From an optimization exercise on the open Yosys and OpenROAD flow, aimed at small area; shortcuts taken in it are not production practice. Where RTL was checked, it was by simulation tests only, not by an equivalence proof against the original. Power is estimated from default activity; no workload was simulated.

## timer_top
module timer_top(
	input CLOCK_50,
	input rst,
	input [1:0] KEY,
	output [6:0] SEG,
	output [3:0] POS
);
For scale: roughly 40 flip-flops, ~1600 um2 of cells after synthesis.
clock: 36.0 ns
lec_check: 0
abc_area: 1
cap_margin: 20
core_margin: 2
core_utilization: 40
slew_margin: 20
standard.sh (not shown) runs the stock make flow with config.mk's settings and CLKGATE_MAP_FILE= SYNTH_SCRIPT=/design/flow/synth_recipe.tcl, a recipe that flattens the netlist after the stock synthesis.
==> flow/flow/run.sh <==
#!/bin/bash
# Standard ORFS layout, with these changes:
#  - synthesis maps the logic with an area-oriented ABC script (flow/area.abc) and
#    without the adder extraction step; everything else in synthesis (and so every
#    register) is as standard.sh synth makes it
#  - ports are buffered with the smallest buffer
set -euo pipefail
W=$PWD
rm -rf "$W/myscripts"
cp -r "$FLOW_HOME/scripts" "$W/myscripts"
cp "$W/flow/area.abc" "$W/myscripts/abc_area.script"
bash "$W/standard.sh" "SCRIPTS_DIR=$W/myscripts" "ADDER_MAP_FILE=" synth > "$W/synth.log" 2>&1
bash "$W/standard.sh" "BUFFER_PORTS_ARGS=-buffer_cell sky130_fd_sc_hd__buf_1" "CTS_ARGS=-repair_clock_nets -sink_clustering_enable -sink_clustering_size 40 -sink_clustering_max_diameter 1000 -sink_clustering_levels 1 -root_buf sky130_fd_sc_hd__clkbuf_8 -buf_list sky130_fd_sc_hd__clkbuf_8 -dont_use_dummy_load" finish > "$W/layout.log" 2>&1
==> flow/flow/area.abc <==
strash
dc2
dch -f
amap
strash
dc2
dch -f
amap
Edit:
==> flow/flow/run.sh (replaced) <==
#!/bin/bash
# Standard ORFS layout, with these changes:
#  - synthesis maps the logic with an area-oriented ABC script (flow/area.abc) and
#    without the adder extraction step; everything else in synthesis (and so every
#    register) is as standard.sh synth makes it
#  - ports are buffered with the smallest buffer
set -euo pipefail
W=$PWD
rm -rf "$W/myscripts"
cp -r "$FLOW_HOME/scripts" "$W/myscripts"
cp "$W/flow/area.abc" "$W/myscripts/abc_area.script"
bash "$W/standard.sh" "SCRIPTS_DIR=$W/myscripts" "ADDER_MAP_FILE=" synth > "$W/synth.log" 2>&1
bash "$W/standard.sh" "BUFFER_PORTS_ARGS=-buffer_cell sky130_fd_sc_hd__buf_1" "CTS_ARGS=-repair_clock_nets -root_buf sky130_fd_sc_hd__clkbuf_4 -buf_list sky130_fd_sc_hd__clkbuf_8 -dont_use_dummy_load" finish > "$W/layout.log" 2>&1
Global-route usage went down by 0.36 points.
Sequential share of layout area went up by 0.85 points.
Synthesized area is unchanged.
Die area stays the same.
Wire length stays flat.
Register-to-register slack is worse by 0.04 ns.
Sequential power stays flat.
Maximum frequency falls by 0.82%.
Core utilization drops by 0.85 points.
Edit:
--- a/flow/flow/run.sh
+++ b/flow/flow/run.sh
@@ -11,3 +11,3 @@
 cp "$W/flow/area.abc" "$W/myscripts/abc_area.script"
 bash "$W/standard.sh" "SCRIPTS_DIR=$W/myscripts" "ADDER_MAP_FILE=" synth > "$W/synth.log" 2>&1
-bash "$W/standard.sh" "BUFFER_PORTS_ARGS=-buffer_cell sky130_fd_sc_hd__buf_1" "CTS_ARGS=-repair_clock_nets -root_buf sky130_fd_sc_hd__clkbuf_4 -buf_list sky130_fd_sc_hd__clkbuf_8 -dont_use_dummy_load" finish > "$W/layout.log" 2>&1
+bash "$W/standard.sh" "BUFFER_PORTS_ARGS=-buffer_cell sky130_fd_sc_hd__buf_1" finish > "$W/layout.log" 2>&1
--- a/flow/config.mk
+++ b/flow/config.mk
@@ -10,3 +10,6 @@
 export CORE_MARGIN = 2
 export CORE_UTILIZATION = 40
+export CTS_BUF_LIST = sky130_fd_sc_hd__clkbuf_8
+export CTS_CLUSTER_DIAMETER = 500
+export CTS_CLUSTER_SIZE = 50
 export SLEW_MARGIN = 20
Outcome: Final cell count goes up slightly. Die area does not change. Worst setup slack improved by 0.068 ns. Fmax rose slightly. Synthesized cell count stays the same.
Edit:
--- a/flow/flow/run.sh
+++ b/flow/flow/run.sh
@@ -11,3 +11,3 @@
 cp "$W/flow/area.abc" "$W/myscripts/abc_area.script"
 bash "$W/standard.sh" "SCRIPTS_DIR=$W/myscripts" "ADDER_MAP_FILE=" synth > "$W/synth.log" 2>&1
-bash "$W/standard.sh" "BUFFER_PORTS_ARGS=-buffer_cell sky130_fd_sc_hd__buf_1" finish > "$W/layout.log" 2>&1
+bash "$W/standard.sh" "BUFFER_PORTS_ARGS=-buffer_cell sky130_fd_sc_hd__buf_1" "CTS_ARGS=-sink_clustering_enable -repair_clock_nets -root_buf sky130_fd_sc_hd__clkbuf_8 -buf_list sky130_fd_sc_hd__clkbuf_8 -sink_clustering_size 50 -sink_clustering_max_diameter 500 -dont_use_dummy_load" finish > "$W/layout.log" 2>&1
--- a/flow/config.mk
+++ b/flow/config.mk
@@ -10,6 +10,3 @@
 export CORE_MARGIN = 2
 export CORE_UTILIZATION = 40
-export CTS_BUF_LIST = sky130_fd_sc_hd__clkbuf_8
-export CTS_CLUSTER_DIAMETER = 500
-export CTS_CLUSTER_SIZE = 50
 export SLEW_MARGIN = 20
The new run completed with no timing, DRC or antenna violations.
Setup slack is better by 0.0043 ns.
Sequential power barely changes.
Clock-buffer cell count does not change.
Total power is lower by about 2.7%.
Sequential cell count is unchanged.
Final cell count drops by about 0.8%.
Via count came out higher by 0.44%.
Cell area falls by about 0.7%.
Non-clock buffer count stays the same.
Die area is unchanged.

## P
The RTL this note starts from:
==> flow/design.v <==
module timer_top(
	input CLOCK_50,
	input rst,
	input [1:0] KEY,
	output [6:0] SEG,
	output [3:0] POS
);
reg [1:0] prevKey;
reg run;
reg [7:0] tc;
reg [3:0] d0, d1, d2, d3;    
reg hi;                       
reg [2:0] sc;
reg [2:0] slot;               
reg [3:0] dig;
reg [3:0] segCode;            
wire clr = KEY[0] & ~prevKey[0];
wire tog = KEY[1] & ~prevKey[1];
wire tick = run & tc[7] & tc[6] & tc[3];
wire c1 = tick & (d0[3] & d0[0]);
wire c2 = c1 & (d1[3] & d1[0]);
wire c3 = c2 & (d2[3] & d2[0]);
wire c4 = c3 & (d3[3] & d3[0]);
wire wrap = tick & hi & d3[2] & d3[1] & d2[1] & d2[0] & d1[3] & d0[1] & d0[0];
wire zero = clr | wrap;
always @(posedge CLOCK_50)
begin
	if(rst)
	begin
		prevKey <= 2'b11;
		run <= 0;
		tc <= 0;
		d0 <= 0; d1 <= 0; d2 <= 0; d3 <= 0;
		hi <= 0;
		sc <= 0;
		slot <= 0;
		dig <= 0;
		segCode <= 4'd15;
	end
	else
	begin
		prevKey <= KEY;
		if(tog) run <= ~run;
		else if(clr) run <= 0;
		if(tick) tc <= 0;
		else tc <= tc ^ {&tc[6:0] & run, &tc[5:0] & run, &tc[4:0] & run, &tc[3:0] & run,
		                 &tc[2:0] & run, &tc[1:0] & run, tc[0] & run, run};
		if(zero)
		begin
			d0 <= 0; d1 <= 0; d2 <= 0; d3 <= 0;
			hi <= 0;
		end
		else
		begin
			if(tick) d0 <= (d0[3] & d0[0]) ? 4'd0 : d0 ^ {&d0[2:0], &d0[1:0], d0[0], 1'b1};
			if(c1) d1 <= (d1[3] & d1[0]) ? 4'd0 : d1 ^ {&d1[2:0], &d1[1:0], d1[0], 1'b1};
			if(c2) d2 <= (d2[3] & d2[0]) ? 4'd0 : d2 ^ {&d2[2:0], &d2[1:0], d2[0], 1'b1};
			if(c3) d3 <= (d3[3] & d3[0]) ? 4'd0 : d3 ^ {&d3[2:0], &d3[1:0], d3[0], 1'b1};
			if(c4) hi <= 1'b1;
		end
		if(sc == 3'd4)
		begin
			sc <= 0;
			case(slot)
				3'd1: dig <= d1;
				3'd2: dig <= d2;
				3'd3: dig <= d3;
				3'd4: ;
				default: dig <= d0;
			endcase
			slot <= (slot == 3'd4) ? 3'd5 : (slot == 3'd5) ? 3'd1 : slot + 1'b1;
		end
		else sc <= {sc[1] & sc[0], sc[1] ^ sc[0], ~sc[0]};
		segCode <= run ? dig : 4'd0;
	end
end
wire [6:0] seg = (segCode == 4'd0) ? 7'b1000000 :
                 (segCode == 4'd1) ? 7'b1111001 :
                 (segCode == 4'd2) ? 7'b0100100 :
                 (segCode == 4'd3) ? 7'b0110000 :
                 (segCode == 4'd4) ? 7'b0011001 :
                 (segCode == 4'd5) ? 7'b0010010 :
                 (segCode == 4'd6) ? 7'b0000010 :
                 (segCode == 4'd7) ? 7'b1111000 :
                 (segCode == 4'd8) ? 7'b0000000 :
                 (segCode == 4'd9) ? 7'b0010000 : 7'b1111111;
assign SEG = seg;
assign POS = (slot == 3'd1) ? 4'b0001 :
             (slot == 3'd2) ? 4'b0010 :
             (slot == 3'd3) ? 4'b0100 :
             (slot == 3'd0) ? 4'b0000 : 4'b1000;
endmodule
==> flow/config.mk <==
export PLATFORM = sky130hd
export DESIGN_NAME = timer_top
export DESIGN_NICKNAME = timer_top
export VERILOG_FILES = /design/flow/design.v
export SDC_FILE = /design/flow/constraint.sdc
export NUM_CORES = 4
export LEC_CHECK = 0
export ABC_AREA = 1
export CAP_MARGIN = 20
export CORE_MARGIN = 2
export CORE_UTILIZATION = 40
export CTS_BUF_LIST = sky130_fd_sc_hd__clkbuf_4
export CTS_CLUSTER_DIAMETER = 100
export CTS_CLUSTER_SIZE = 30
export SLEW_MARGIN = 20
==> flow/constraint.sdc <==
create_clock -name core_clock -period 36.0 [get_ports {CLOCK_50}]
set_input_delay 7.2000 -clock core_clock [delete_from_list [all_inputs] [get_ports {CLOCK_50}]]
set_output_delay 7.2000 -clock core_clock [all_outputs]
set_load 0.01 [all_outputs]
==> flow/flow/run.sh <==
#!/bin/bash
# Standard ORFS layout, with two changes:
#  - synthesis maps the logic with an area-oriented ABC script (flow/area.abc);
#    everything else in synthesis (and so every register) is as standard.sh synth makes it
#  - ports are buffered with the smallest buffer
set -euo pipefail
W=$PWD
rm -rf "$W/myscripts"
cp -r "$FLOW_HOME/scripts" "$W/myscripts"
cp "$W/flow/area.abc" "$W/myscripts/abc_area.script"
bash "$W/standard.sh" "SCRIPTS_DIR=$W/myscripts" synth > "$W/synth.log" 2>&1
bash "$W/standard.sh" "BUFFER_PORTS_ARGS=-buffer_cell sky130_fd_sc_hd__buf_1" finish > "$W/layout.log" 2>&1
==> flow/flow/area.abc <==
strash
dc2
dch -f
amap
## Diff of input files: Q against P
- clearing CTS_CLUSTER_SIZE, which used to be 30
- clearing CTS_BUF_LIST, which used to be sky130_fd_sc_hd__clkbuf_4
- clearing CTS_CLUSTER_DIAMETER, which used to be 100
Results
Cmp Q vs P: worst hold slack lower in Q
Part of the cycle the worst path needs: higher on P
Signed area change from the synthesized netlist to the final layout is lower on P
Looking only at share of power burned in registers, and setting everything else aside, the lower value of Q and P goes to Q.
Function was not checked in any run of this note: the RTL went through the layout flow alone.

what the ideal ports hide:
The results above use ideal ports. As a check the final layouts listed here were re-extracted and re-timed, cells and wires unchanged. Step 1 sets driving cells, clkbuf_16 on the clock port and buf_2 on the other inputs (assumed; they add their load-dependent delay and slew). Step 2 times the ports against the registers' clock, not the clock port: input delays grow and output delays shrink by t, the midpoint of the rising clock arrivals with the driver on. Slacks: ideal ports / drivers / drivers and shift; pairs: ideal ports / drivers.
run	shift t [ns]	slack for setup (ns)	worst setup path after step 2	latest minus earliest clock arrival (ns)
the first run of note 1	0.303	27.228 / 27.200 / 27.383	input to register	0.019 / 0.018
the second run of note 1	0.345	27.155 / 27.133 / 27.386	input to register	0.029 / 0.029
the third run of note 1	0.310	27.224 / 27.196 / 27.395	input to register	0.005 / 0.004
the fourth run of note 1	0.303	27.228 / 27.200 / 27.383	input to register	0.019 / 0.018
P	0.360	27.039 / 27.012 / 27.372	register to output	0.008 / 0.008
Q	0.311	27.107 / 27.080 / 27.391	register to output	0.007 / 0.007
After both steps setup and hold are still met in every run listed.
